Source: an optimization exercise on an open RTL-to-GDS flow (aim: small area). Production flows keep margins and buffers that such runs may drop. Function was checked by simulation only, so behaviour that the tests miss may differ from the original. The flow treats the clock pin as an ideal source, which a real chip does not have. No activity file was given, so power comes from the tool's default toggle rates.

<file path="design/flow/flow/abc_r5.script">
&get -n
&st
&dch -f
&nf -a
&st
&syn2
&dch -f
&nf -a
&st
&syn3
&dch -f
&nf -a
&st
&syn4
&dch -f
&nf -a
&put
</file>
<file path="design/flow/flow/abc_nfa3.script">
&get -n
&st
&dch -f
&nf -a -p
&st
&syn2
&dch -f
&nf -a -p
&st
&syn2
&dch -f
&nf -a -p
&st
&syn2
&dch -f
&nf -a -p
&put
</file>
<file path="design/flow/flow/run.sh">
#!/bin/bash
# The standard layout (standard.sh) with these changes:
#  - synthesis skips the full-adder extraction and maps the logic with each
#    ABC script in flow/ (abc_*.script), keeping the smallest result
#    (flow/multi_abc.tcl); registers are the standard synthesis's;
#  - port buffers use the smallest buffer (buf_1);
#  - after placement, flow/clock_buffer.tcl builds the clock tree: a root
#    buffer driving one buffer per strip of flip-flops; CTS is pointed at the
#    clock port's net, which then has a single sink, so it adds nothing.
# The ORFS steps log to orfs/logs; the make output goes to layout.log and the
# clock tree step's to clock_buffer.log.
set -euo pipefail
here=$(pwd)
rm -rf "$here/scripts"
cp -r "$FLOW_HOME/scripts" "$here/scripts"
python3 - "$here/scripts/synth.tcl" <<'PY'
import sys
p = sys.argv[1]
s = open(p).read()
old = "  log_cmd abc {*}$abc_args\n"
assert s.count(old) == 1
s = s.replace(old, "  source $::env(FLOW_FLOW_DIR)/multi_abc.tcl\n")
open(p, "w").write(s)
PY
export SCRIPTS_DIR="$here/scripts"
export ADDER_MAP_FILE=
export FLOW_FLOW_DIR="$here/flow"
export BUFFER_PORTS_ARGS="-buffer_cell sky130_fd_sc_hd__buf_1"
export CTS_ARGS="-clk_nets clk -dont_use_dummy_load"
bash standard.sh synth floorplan place > layout.log 2>&1
export PLACE_ODB="$(ls -d "$here"/orfs/results/*/*/base)/3_place.odb"
export CLOCK_BUFFER_CELL="${CLOCK_BUFFER_CELL:-sky130_fd_sc_hd__clkbuf_8}"
export CLOCK_ROOT_CELL="${CLOCK_ROOT_CELL:-sky130_fd_sc_hd__clkbuf_2}"
export CLOCK_GROUPS="${CLOCK_GROUPS:-3}"
openroad -no_init -exit "$here/flow/clock_buffer.tcl" > clock_buffer.log 2>&1
bash standard.sh >> layout.log 2>&1
</file>
<file path="design/flow/design.v">
module warmup(
	input        clk,
	input        rst,
	input        rx,
	output [7:0] result_data,
	output       overflow
);
	reg [2:0] t8;
	function [2:0] succ(input [2:0] v);
		succ = {v[1:0], v[2] ^ (v[0] | ~v[1])};
	endfunction
	wire [2:0] n8 = succ(t8);
	reg [1:0] t3;
	reg [2:0] t7;
	reg [4:0] t31;
	always @(posedge clk) begin
		t8  <= n8;
		t3  <= {t3[0], ~(t3[1] & t3[0])};
		t7  <= {t7[1:0], (t7[2] ^ t7[1]) | ~rst};
		t31 <= {t31[3:0], (t31[4] ^ t31[2]) | ~rst};
	end
	wire tick = (&t8) & (&t3) & (&t7) & (&t31);
	wire [2:0] p = t8;
	localparam [2:0] P0 = 3'd6, P7 = 3'd7;
	wire p0 = (p == P0);
	wire p7 = (p == P7);
	reg [1:0] idx;
	reg       busy;
	reg [2:0] j;
	reg       valid;
	reg [2:0] k;           
	reg [7:0] A, R;        
	reg [7:0] W;           
	reg       dA, dR;      
	reg       c;           
	reg       dec;         
	wire      rxs = dec;
	reg       ov;          
	localparam K_OTHER = 3'd0, K_AND = 3'd2, K_OR = 3'd3,
	           K_ADD = 3'd4, K_SUB = 3'd5, K_MUL = 3'd6, K_DIV = 3'd7;
	wire is_add = (k == K_ADD);
	wire is_sub = (k == K_SUB);
	wire is_and = (k == K_AND);
	wire is_or  = (k == K_OR);
	wire is_mul = (k == K_MUL);
	wire is_div = (k == K_DIV);
	wire md     = is_mul | is_div;
	wire comp  = (idx == 2'd3);
	wire dtick = tick & busy & ~comp;
	wire stick = tick & ~busy & ~comp & ~rx;
	wire trial = comp & ~busy;
	wire write = comp & busy;
	wire jl    = (j == P7);
	wire first = trial & (j == P0);
	wire lastw = write & jl;
	wire [7:0] op = {rx, A[7:1]};
	reg  [2:0] kn;
	always @* begin
		case (op)
			8'h2B: kn = K_ADD;
			8'h2D: kn = K_SUB;
			8'h2A: kn = K_MUL;
			8'h2F: kn = K_DIV;
			8'h26: kn = K_AND;
			8'h7C: kn = K_OR;
			default: kn = K_OTHER;
		endcase
	end
	wire ins  = busy & ~idx[1] & ((n8 == j) | (tick & jl));
	wire insv = tick ? rx : rxs;
	wire dec_e = dec | (is_div & trial);
	wire x     = md ? (p0 ? (is_div & A[7]) : dR) : A[0];
	wire y     = md ? (dec_e & (W[0] ^ is_div)) : (W[0] ^ is_sub);
	wire ci    = p0 ? (md ? (is_div & dec_e) : is_sub) : c;
	wire s     = x ^ y ^ ci;
	wire co    = (x & y) | (ci & (x | y));
	reg r;
	always @* begin
		if (is_add | is_sub) r = s;
		else if (is_and)     r = A[0] & W[0];
		else if (is_or)      r = A[0] | W[0];
		else                 r = 1'b0;
	end
	wire a_in = ins ? insv :
	            (write & md) ? (p0 ? (is_div & dec) : dA) : A[0];
	wire w_in = ~comp ? rx :
	            ~lastw ? W[0] :
	            ~md ? r :
	            is_div ? a_in : s;
	wire r_in = comp & ((write & md) ? s : R[0]);
	always @(posedge clk) begin
		if (!rst) begin
			idx   <= 2'd0;
			busy  <= 1'b0;
			j     <= P0;
			valid <= 1'b0;
		end else if (comp) begin
			if (p7) begin
				busy <= ~busy;
				if (busy) begin
					j <= succ(j);
					if (jl) begin
						idx   <= 2'd0;
						valid <= 1'b1;
					end
				end
			end
		end else if (stick) begin
			busy <= 1'b1;
		end else if (dtick) begin
			j <= succ(j);
			if (jl) begin
				busy <= 1'b0;
				idx  <= idx + 2'd1;
			end
		end
	end
	always @(posedge clk) begin
		A  <= {a_in, A[7:1]};
		R  <= {r_in, R[7:1]};
		dA <= A[0];
		dR <= R[0];
		c  <= co;
		if (dtick & (idx == 2'd0) & jl)
			k <= kn;
		if (comp | (dtick & idx[1]))
			W <= {w_in, W[7:1]};
		if (tick)
			dec <= rx;
		else if (trial & is_div & p7)
			dec <= R[0] | co;
		else if (trial & is_mul & p0)
			dec <= A[7];
		if (first) begin
			if (is_div)
				ov <= (p0 | ov) & ~W[0];
			else if (is_mul)
				ov <= 1'b0;
			else if (p7)
				ov <= (is_add | is_sub) & (co ^ is_sub);
		end else if (write & is_mul & (p0 | p7))
			ov <= ov | (p0 ? dR : co);
	end
	assign result_data = W & {8{valid}};
	assign overflow    = ~(ov & valid);
endmodule
</file>
<file path="design/flow/standard.sh">
#!/bin/bash
# synth_recipe.tcl (not shown) runs the flow's synth.tcl, then flattens the netlist and writes it again
# the make line also repeats each setting of config.mk as NAME=value (left out here)
make -C /OpenROAD-flow-scripts/flow DESIGN_CONFIG=/design/flow/config.mk WORK_HOME=/design/flow/orfs CLKGATE_MAP_FILE= SYNTH_SCRIPT=/design/flow/synth_recipe.tcl "${@:-finish}"
</file>
<file path="design/flow/flow/abc_w8.script">
&get -n
&st
&dc2
&synch2
&if -g -K 6
&synch2
&dch -f
&nf -a -p
&st
&syn2
&dch -f
&nf -a -p
&put
</file>
<file path="design/flow/flow/abc_r1.script">
&get -n
&st
&synch2
&if -g -K 6
&synch2
&dch -f
&nf -a
&st
&syn2
&dch -f
&nf -a
&st
&syn2
&dch -f
&nf -a
&put
</file>
<file path="design/flow/flow/abc_nfa2.script">
&get -n
&st
&dch -f
&nf -a
&st
&syn2
&dch -f
&nf -a
&st
&syn2
&dch -f
&nf -a
&put
</file>
<file path="design/flow/flow/abc_w4.script">
&get -n
&st
&synch2
&if -g -K 5
&synch2
&dch -f
&nf -a -p
&st
&syn2
&dch -f
&nf -a -p
&put
</file>
<file path="design/flow/flow/abc_r4.script">
&get -n
&st
&dch -f
&nf -a -R 1000
&st
&syn2
&dch -f
&nf -a -R 1000
&st
&syn2
&dch -f
&nf -a -R 1000
&put
</file>
<file path="design/flow/flow/abc_speed.script">
&get -n
&st
&dch
&nf
&st
&syn2
&if -g -K 6
&synch2
&nf
&st
&syn2
&if -g -K 6
&synch2
&nf
&st
&syn2
&if -g -K 6
&synch2
&nf
&st
&syn2
&if -g -K 6
&synch2
&nf
&st
&syn2
&if -g -K 6
&synch2
&nf
&put
buffer -c
topo
stime -c
upsize -c
dnsize -c
</file>
<file path="design/flow/config.mk">
export PLATFORM = sky130hd
export DESIGN_NAME = warmup
export DESIGN_NICKNAME = warmup
export VERILOG_FILES = /design/flow/design.v
export SDC_FILE = /design/flow/constraint.sdc
export NUM_CORES = 4
export LEC_CHECK = 0
export CAP_MARGIN = 20
export CORE_MARGIN = 2
export CORE_UTILIZATION = 40
export SLEW_MARGIN = 20
</file>
<file path="design/flow/flow/abc_q2.script">
&get -n
&st
&synch2
&if -g -K 6
&synch2
&dch -f
&nf -a
&st
&synch2
&dch -f
&nf -a
&st
&syn2
&dch -f
&nf -a
&put
</file>
<file path="design/flow/constraint.sdc">
create_clock -name core_clock -period 30.0 [get_ports {clk}]
set_input_delay 6.0000 -clock core_clock [delete_from_list [all_inputs] [get_ports {clk}]]
set_output_delay 6.0000 -clock core_clock [all_outputs]
set_load 0.01 [all_outputs]
</file>
<file path="design/flow/flow/multi_abc.tcl">
# Sourced by synth.tcl in place of its single abc call: maps the design
# with each ABC script in flow/ and keeps the mapping with the least area.
design -save my_pre_abc
set best_area ""
set best_script ""
foreach scr [lsort [glob $::env(FLOW_FLOW_DIR)/abc_*.script]] {
  design -load my_pre_abc
  set args $abc_args
  lset args 1 $scr
  log_cmd abc {*}$args
  set st [tee -q -s result.string stat {*}$lib_args]
  if { [regexp {Chip area for module[^:]*: ([0-9.]+)} $st -> area] } {
    puts "multi_abc: $scr area $area"
    if { $best_area eq "" || $area < $best_area } {
      set best_area $area
      set best_script $scr
      design -save my_best_abc
    }
  }
}
puts "multi_abc: chose $best_script area $best_area"
design -load my_best_abc
</file>
<file path="design/flow/flow/abc_amap.script">
strash
dch -f
amap
&get -n
&st
&dch -f
&nf -a
&put
</file>
<file path="design/flow/flow/abc_w7.script">
&get -n
&st
&synch2
&if -g -K 6
&synch2
&dch -f
&nf -a -p
&st
&syn2
&dch -f
&nf -a -p
&st
&syn2
&dch -f
&nf -a -p
&st
&syn2
&dch -f
&nf -a -p
&put
</file>
<file path="design/flow/flow/clock_buffer.tcl">
# Split the flip-flops into CLOCK_GROUPS vertical strips of equal size and
# drive each strip's clock pins from one CLOCK_BUFFER_CELL placed at the
# strip's centroid. The clock port drives a single root buffer
# (CLOCK_ROOT_CELL) at the centroid of all sinks, which drives the strip
# buffers. Then legalize.
# Reads and writes the placed design given by PLACE_ODB.
read_db $::env(PLACE_ODB)
set block [ord::get_db_block]
set clknet [$block findNet clk]
set master [[ord::get_db] findMaster $::env(CLOCK_BUFFER_CELL)]
set groups $::env(CLOCK_GROUPS)
set sinks {}
foreach it [$clknet getITerms] {
  set bb [[$it getInst] getBBox]
  lappend sinks [list [expr { ([$bb xMin] + [$bb xMax]) / 2 }] [expr { ([$bb yMin] + [$bb yMax]) / 2 }] $it]
}
set sinks [lsort -integer -index 0 $sinks]
set n [llength $sinks]
set root [odb::dbInst_create $block [[ord::get_db] findMaster $::env(CLOCK_ROOT_CELL)] clkbuf_root]
set rootnet [odb::dbNet_create $block clk_root]
$rootnet setSigType CLOCK
set rx 0
set ry 0
foreach s $sinks {
  set rx [expr { $rx + [lindex $s 0] }]
  set ry [expr { $ry + [lindex $s 1] }]
}
[$root findITerm A] connect $clknet
[$root findITerm X] connect $rootnet
$root setLocation [expr { $rx / $n }] [expr { $ry / $n }]
$root setPlacementStatus PLACED
for { set g 0 } { $g < $groups } { incr g } {
  set lo [expr { $g * $n / $groups }]
  set hi [expr { ($g + 1) * $n / $groups - 1 }]
  set buf [odb::dbInst_create $block $master clkbuf_leaf_$g]
  set net [odb::dbNet_create $block clk_leaf_$g]
  $net setSigType CLOCK
  set sx 0
  set sy 0
  foreach s [lrange $sinks $lo $hi] {
    lassign $s x y it
    set sx [expr { $sx + $x }]
    set sy [expr { $sy + $y }]
    $it disconnect
    $it connect $net
  }
  set m [expr { $hi - $lo + 1 }]
  [$buf findITerm A] connect $rootnet
  [$buf findITerm X] connect $net
  $buf setLocation [expr { $sx / $m }] [expr { $sy / $m }]
  $buf setPlacementStatus PLACED
  puts "clock_buffer: clkbuf_leaf_$g drives $m clock pins"
}
detailed_placement
check_placement -verbose
write_db $::env(PLACE_ODB)
</file>
<file path="design/flow/flow/abc_w5.script">
&get -n
&st
&synch2
&if -g -K 6
&synch2
&dch
&nf -a -p
&st
&syn2
&dch
&nf -a -p
&st
&syn2
&dch
&nf -a -p
&put
</file>
<file path="design/flow/flow/abc_w1.script">
&get -n
&st
&synch2
&if -g -K 6
&synch2
&dch -f
&nf -a -p -R 1000
&st
&syn2
&dch -f
&nf -a -p -R 1000
&st
&syn2
&dch -f
&nf -a -p -R 1000
&put
</file>
<file path="design/flow/flow/abc_w6.script">
&get -n
&st
&synch2
&if -g -K 6
&synch2
&dch -f
&nf -a -p -F 20 -A 20
&st
&syn2
&dch -f
&nf -a -p -F 20 -A 20
&put
</file>
<file path="design/flow/flow/abc_w2.script">
&get -n
&st
&syn2
&if -g -K 6
&synch2
&if -g -K 6
&synch2
&dch -f
&nf -a -p
&st
&syn2
&dch -f
&nf -a -p
&put
</file>
<file path="design/flow/flow/abc_q4.script">
&get -n
&st
&synch2
&if -g -K 6
&synch2
&dch -f
&nf -a -p
&st
&syn2
&dch -f
&nf -a -p
&st
&syn2
&dch -f
&nf -a -p
&put
</file>
==> metrics.cfg <==
[global_routing]
grt_usage_pct=13.11
grt_pass1_wl_um=5789
grt_max_degree=19
first_global_vias=1207
grt_antenna_before_repair=0
grt_overflow=0

[sta]
whs_ns=0.3384
post-route-period-util_pct=23.86
rsz0062_at_grt=false
report.final.slew_viol_count=0
setup_slack_ns=22.84
report.final.setup_viol=0
finalCriticalPeriod_ns=7.157
fin_tns_setup_ns=0
final-hold-violation-count=0
worst_pin_slew_ns=0.6405
finalClockSkew_ns=0.009916
slew_headroom_pct=56.91
max_freq_mhz=139.7

[layout]
nets=210
diodes=0
area_growth_syn_to_layout_pct=8.398
drive_gt1_share_pct=2.439

[detailed_routing]
drc=0
drtPass1Iterations=4
drt-initial-drc-count=69
ant_nets=0
vias_per_cell=5.251
vias=1360
routed_wl_um=3420
wire_per_inst_um=13.20

[floorplanning]
io_pins=12
dieArea_um2=5415
core_um2=4692
die_w_um=73.59
num_rows=25
die_h_um=73.59
initial_utilization_pct=41.28

[outcome]
outcome=no timing/DRC/antenna violations

[yosys]
ys_ff_latch=52
synth_commonest_cells=dfxtp_1 (39), nand2_1 (31), nor2_1 (18), edfxtp_1 (13), a21oi_1 (10)
synth-seq-area-share_pct=60.47
yosysMostFrequentCell=dfxtp_1
synth.area.top_cells=dfxtp_1 (40%), edfxtp_1 (20%), nand2_1 (6.0%), nor2_1 (3.5%), and2_0 (2.9%)
synth_fp_nets=192
syn-cell-area_um2=1937
synthFlopType=dfxtp_1
synth_edf_count=13
ys_async_sr_fraction_pct=0
yosysTopAreaCell=dfxtp_1
synth_cells=189
ys_warn_count=1
ys_types=35
synth_top_area_share_pct=40.31
syn_avg_cell_area_um2=10.25

[run]
maxCapViolCount=0

[clocking]
clk_pin_slew_ns=0.10
cts_hold_repair.buffers=0
postCtsResizedCells=0
clk_latency_ns=0.35
cts_setup_buffers=0

[critical_path]
regToRegSetupSlack_ns=27.44
end_kind=primary output
worstPathMaxFanout=6
critical_path_class=reg -> out
start_kind=flop
worstPathArrival_ns=1.16
crit_required_ns=24.00

[pwr]
leakage_uw=0.0007148
ir_drop_mv=0.02918
cellPowerDensity_nw_per_um2=56.01

[placed_design]
place_ws_ns=22.88
place.gp.congestion=0.8170
port_buffers=11
hpwl_um=2433

[min_path]
hp-class=reg -> reg

[cell type report]
cell class                 count  area, um2
multi-input combinational    135      758.2
fill                         468       2592
buffer                         4      46.29
timing repair buffer          12      48.80
tap                           54      67.56
sequential                    52       1171
inverter                       2      7.507
[cell usage in the layout, fill, tap and decap left out, drive strengths merged, types with 2 or more instances in the layout]
cell / synthesis / layout
dfxtp: 39 / 39
nand2: 31 / 31
nor2: 18 / 18
edfxtp: 13 / 13
buf: 0 / 12
a21oi: 10 / 10
and2: 9 / 9
o21ai: 8 / 8
nand3: 7 / 7
xnor2: 5 / 5
a31oi: 5 / 5
nand4: 4 / 4
nor4: 4 / 4
clkbuf: 0 / 4
nor2b: 3 / 3
xor2: 3 / 3
o41ai: 3 / 3
a21boi: 3 / 3
clkinv: 2 / 2
nand2b: 2 / 2
o21a: 2 / 2
nor3b: 2 / 2
mux2i: 2 / 2
[path summary, 6_finish.rpt]
| kind | startpoint | endpoint | depth (start not counted) |
|---|---|---|---|
| setup reg to reg | t8[1] | W[7] | 9 |
| hold reg to reg | R[1] | R[0] | 0 |
| setup / recovery | W[0] | result_data[0] | 2 |
| hold / removal | R[1] | R[0] | 0 |
[flip-flops by register name, summed over array words and instances, names as in the netlist, 2 cells and up]
| register | cells |
|---|---|
| t3 | 2 |
| t8 | 3 |
| idx | 2 |
| W | 8 |
| t7 | 3 |
| j | 3 |
| R | 8 |
| k | 3 |
| A | 8 |
| t31 | 5 |
[worst max-delay path, stage by stage (launching register included)]
cell      delay (ns)
edfxtp_1        0.50
and2_0          0.20
buf_1           0.12
[power by group]
group	switching (uW)	total (uW)	internal (uW)
Sequential	3.55	80.3	76.8
Clock	19.5	29.5	10.0
Combinational	3.61	7.76	4.15
[logic make-up after synthesis]
logic type,count (synthesis),synth area share [%]
compound gates,39,12.99
buf+inv,2,0.3877
flops,52,60.46
xor+xnor,8,3.618
mux,2,1.034
simple gates,86,21.51
[per-stage QoR]
stage	util (%)	std cells	power, uW	cell area [um2]
finish	44.75	259	117.6	2100
global route	44.75	259	122.7	2100
CTS	44.75	259	111.8	2100
detailed placement	43.76	255	89.69	2053
global placement	43.76	255	89.61	2053
floorplan	-	189	86.94	1937
[routing by layer]
layer	track usage [%]	routed length [um]	up-vias
li1	-	-	717
met3	1.509	127	2
met4	1.414	29	0
met1	20.00	1764	620
met2	20.63	1498	21
met5	0	0	-

what the ideal ports hide:
The results above use ideal ports. As a check the final layout listed here was re-extracted and re-timed, cells and wires unchanged.
Step 1 assumes that a clkbuf_16 drives the clock port and a buf_2 every other input.
Step 2 adds t to the input delays and takes it off the output delays; t is the mean of the earliest and latest rising clock arrival at the registers after step 1. Input paths then give back, and output paths get back, about the clock's delay inside the block.
a / b / c = ideal ports / drivers / drivers and shift; a / b = the first two.
t (ns): 0.371
setup slack, ns: 22.842 / 22.817 / 22.863
latest minus earliest clock arrival (ns): 0.010 / 0.009
worst register clock-pin slew, ns: 0.11 / 0.11
worst slew at a driven data input, ns: 0.03
After both steps this run still meets setup and hold. The setup slack of this run moves by -0.025 ns with the drivers and by +0.021 ns with both steps.
